This design comes from an exercise in tuning for small area on the open sky130 flow, not from production work. Function was checked by simulation only, so behaviour that the tests miss may differ from the original.

==> inputs of run a <==
// rgb2ycrcb
module rgb2ycrcb(clk, rst, r, g, b, y, cr, cb);
	input        clk;
	input        rst;
	input  [9:0] r, g, b;
	output reg [9:0] y, cr, cb;
	reg [31:0] pa;
	reg [38:0] pb;
	reg rst1, rst2;
	wire kill = rst | rst1 | rst2;
	wire x1;
	gxn ux1 (.a(r[0]), .b(g[0]), .y(x1));
	wire c2;
	assign c2 = (r[0] | ~g[0]);
	wire i3;
	assign i3 = ~g[1];
	wire s4;
	wire c5;
	fa us4 (.a(r[1]), .b(i3), .c(c2), .s(s4), .co(c5));
	wire i6;
	assign i6 = ~g[2];
	wire s7;
	wire c8;
	fa us7 (.a(r[2]), .b(i6), .c(c5), .s(s7), .co(c8));
	wire i9;
	assign i9 = ~g[3];
	wire s10;
	wire c11;
	fa us10 (.a(r[3]), .b(i9), .c(c8), .s(s10), .co(c11));
	wire i12;
	assign i12 = ~g[4];
	wire s13;
	wire c14;
	fa us13 (.a(r[4]), .b(i12), .c(c11), .s(s13), .co(c14));
	wire i15;
	assign i15 = ~g[5];
	wire s16;
	wire c17;
	fa us16 (.a(r[5]), .b(i15), .c(c14), .s(s16), .co(c17));
	wire i18;
	assign i18 = ~g[6];
	wire s19;
	wire c20;
	fa us19 (.a(r[6]), .b(i18), .c(c17), .s(s19), .co(c20));
	wire i21;
	assign i21 = ~g[7];
	wire s22;
  ...
Settings: LEC_CHECK=0, CAP_MARGIN=20, CORE_MARGIN=2, CORE_UTILIZATION=80, GPL_TIMING_DRIVEN=0, SLEW_MARGIN=20, SYNTH_HIERARCHICAL=1, SYNTH_MINIMUM_KEEP_SIZE=0; clock period 6.0 ns.
standard.sh (not shown) runs the stock make flow with config.mk's settings and CLKGATE_MAP_FILE= SYNTH_SCRIPT=/design/flow/synth_recipe.tcl, a recipe that flattens the netlist after the stock synthesis.
==> flow/flow/run.sh <==
#!/bin/bash
# Standard ORFS layout with two changes: small port buffers, and a clock tree of small
# buffers without dummy loads.
set -euo pipefail
bash standard.sh \
  "BUFFER_PORTS_ARGS=-buffer_cell sky130_fd_sc_hd__buf_1" \
  "CTS_ARGS=-sink_clustering_enable -repair_clock_nets -buf_list sky130_fd_sc_hd__clkbuf_8 -dont_use_dummy_load" \
  finish > make_finish.log 2>&1
==> run b (differences from run a) <==
Settings changed: CORE_UTILIZATION 80 to 75.
==> run notes <==
- Against run b, the first-iteration DRC count of run a is larger by 52%.
- In area after synthesis, run a and run b do not differ.
- Final area is about the same in run b and run a.
- Run b finished clean. Run a produced a clean layout.

========
==> indigo: inputs <==
Another version of the RTL of rgb2ycrcb (not shown whole).
clock: 6.0 ns
lec_check: 0
cap_margin: 20
core_margin: 2
core_utilization: 70
slew_margin: 20
synth_hierarchical: 1
synth_minimum_keep_size: 0
Scripts as last shown in full above: flow/flow/run.sh
==> violet (differences from indigo) <==
==> flow/run.sh (new file) <==
#!/bin/bash
# synth_recipe.tcl (not shown) runs the flow's synth.tcl, then flattens the netlist and writes it again
# the make line also repeats each setting of config.mk as NAME=value (left out here)
make -C /OpenROAD-flow-scripts/flow DESIGN_CONFIG=/design/flow/config.mk WORK_HOME=/design/flow/orfs CLKGATE_MAP_FILE= SYNTH_SCRIPT=/design/flow/synth_recipe.tcl finish
--- a/flow/config.mk
+++ b/flow/config.mk
@@ -9,3 +9,3 @@
 export CORE_MARGIN = 2
-export CORE_UTILIZATION = 70
+export CORE_UTILIZATION = 40
 export SLEW_MARGIN = 20
removed: flow/flow/run.sh
removed: flow/standard.sh
==> delta (differences from indigo) <==
==> flow/flow/run.sh (replaced) <==
#!/bin/bash
# Standard ORFS layout; the only change is the cell used for the port buffers.
set -euo pipefail
bash standard.sh "BUFFER_PORTS_ARGS=-buffer_cell sky130_fd_sc_hd__buf_1" finish > make_finish.log 2>&1
--- a/flow/config.mk
+++ b/flow/config.mk
@@ -9,3 +9,4 @@
 export CORE_MARGIN = 2
-export CORE_UTILIZATION = 70
+export CORE_UTILIZATION = 65
+export CTS_BUF_LIST = sky130_fd_sc_hd__clkbuf_8
 export SLEW_MARGIN = 20
==> comparison table <==
                                                                 violet           delta          indigo
Status                                                    finished clean  finished clean  finished clean
Non-filler cells, final                                              766             680             651
Register-to-Register Setup Slack                                 0.91 ns         0.90 ns         0.85 ns
Number of cells on the critical path                                  11              13              13
Placeable Area                                                 15900 um2        9730 um2        9110 um2
Worst path required time                                         6.22 ns         6.25 ns         6.22 ns
Final non-clock buffer share                                       8.77%           3.95%           3.91%
Tightest slew margin relative to the limit                         38.3%           44.2%           39.7%
Initial core utilization                                           40.8%           66.6%           71.2%
Placed inst area                                                7430 um2        6930 um2        6890 um2
Global-route wire length before repair                          20400 um        19400 um        19800 um
Layout cell share with drive strength beyond 1                     6.18%           5.67%           4.63%
Count of fill cells added during filler insertion                   1450             677             592
Critical path destination                                         pa[30]          pb[15]          pb[15]
First drt pass iteration count                                         5               4               4
Insertion delay to the later sink of the worst-skew pair         0.35 ns         0.36 ns         0.37 ns
Clock Pin Slew Worst Setup and Hold Paths                        0.07 ns         0.09 ns         0.11 ns
Max Freq                                                       0.192 GHz       0.196 GHz       0.194 GHz
Nature of the critical path startpoint                     primary input            flop            flop
Pre-CTS setup slack                                             0.412 ns        0.794 ns        0.743 ns
Inst Count DP                                                        750             665             642

========
==> job 5908 <==
rgb2ycrcb, a different RTL version from the one above (not shown whole).
==> flow/config.mk <==
export PLATFORM = sky130hd
export DESIGN_NAME = rgb2ycrcb
export DESIGN_NICKNAME = rgb2ycrcb
export VERILOG_FILES = /design/flow/design.v
export SDC_FILE = /design/flow/constraint.sdc
export NUM_CORES = 4
export LEC_CHECK = 0
export CAP_MARGIN = 20
export CORE_MARGIN = 2
export CORE_UTILIZATION = 75
export GPL_TIMING_DRIVEN = 0
export SLEW_MARGIN = 20
export SYNTH_HIERARCHICAL = 1
export SYNTH_MINIMUM_KEEP_SIZE = 0
==> flow/constraint.sdc <==
create_clock -name core_clock -period 6.0 [get_ports {clk}]
set_input_delay 1.2000 -clock core_clock [delete_from_list [all_inputs] [get_ports {clk}]]
set_output_delay 1.2000 -clock core_clock [all_outputs]
set_load 0.01 [all_outputs]
==> flow/flow/run.sh <==
#!/bin/bash
# Standard ORFS layout with two changes: small port buffers, and a clock tree of small
# buffers without dummy loads.
set -euo pipefail
bash standard.sh \
  "BUFFER_PORTS_ARGS=-buffer_cell sky130_fd_sc_hd__buf_1" \
  "CTS_ARGS=-sink_clustering_enable -repair_clock_nets -buf_list sky130_fd_sc_hd__clkbuf_16 -dont_use_dummy_load" \
  finish > make_finish.log 2>&1
==> inputs of job 4781, as changes to job 5908 <==
==> flow/flow/run.sh (replaced) <==
#!/bin/bash
# Standard ORFS layout with two changes: small port buffers, and a clock tree of small
# buffers without dummy loads.
set -euo pipefail
bash standard.sh \
  "BUFFER_PORTS_ARGS=-buffer_cell sky130_fd_sc_hd__buf_1" \
  "CTS_ARGS=-sink_clustering_enable -repair_clock_nets -buf_list {sky130_fd_sc_hd__clkbuf_4 sky130_fd_sc_hd__clkbuf_8} -dont_use_dummy_load" \
  finish > make_finish.log 2>&1
==> run notes <==
In flip-flop and latch count, job 4781 and job 5908 do not differ.
Of job 4781 and job 5908, job 5908 has the higher global-route usage (gap 2.5 points).
Register-to-register slack is about the same in job 4781 and job 5908.

[static timing again, ports no longer ideal]
Ports are ideal in the flow. The routed layouts listed here were re-timed in OpenROAD.
Step 1 sets driving cells, clkbuf_16 on the clock port and buf_2 on the other inputs (assumed; they add their load-dependent delay and slew).
Step 2 adds t to the input delays and takes it off the output delays; t is the mean of the earliest and latest rising clock arrival at the registers after step 1. Input paths then give back, and output paths get back, about the clock's delay inside the block.
a / b / c = ideal / step 1 / step 2; a / b = the first two.
run | shift t [ns] | setup WS [ns] | latest minus earliest clock arrival (ns)
run a | 0.385 | 0.204 / 0.204 / 0.204 | 0.038 / 0.038
run b | 0.380 | 0.103 / 0.103 / 0.103 | 0.034 / 0.033
indigo | 0.386 | 0.854 / 0.854 / 0.750 | 0.033 / 0.033
violet | 0.388 | 0.788 / 0.809 / 0.421 | 0.007 / 0.008
delta | 0.389 | 0.898 / 0.898 / 0.785 | 0.010 / 0.010
job 5908 | 0.367 | 0.228 / 0.228 / 0.228 | 0.024 / 0.024
job 4781 | 0.384 | 0.217 / 0.217 / 0.217 | 0.047 / 0.046
After both steps setup and hold are still met in every run listed. The setup slack of violet, which loses most, moves by +0.021 ns with the drivers and by -0.367 ns with both steps.
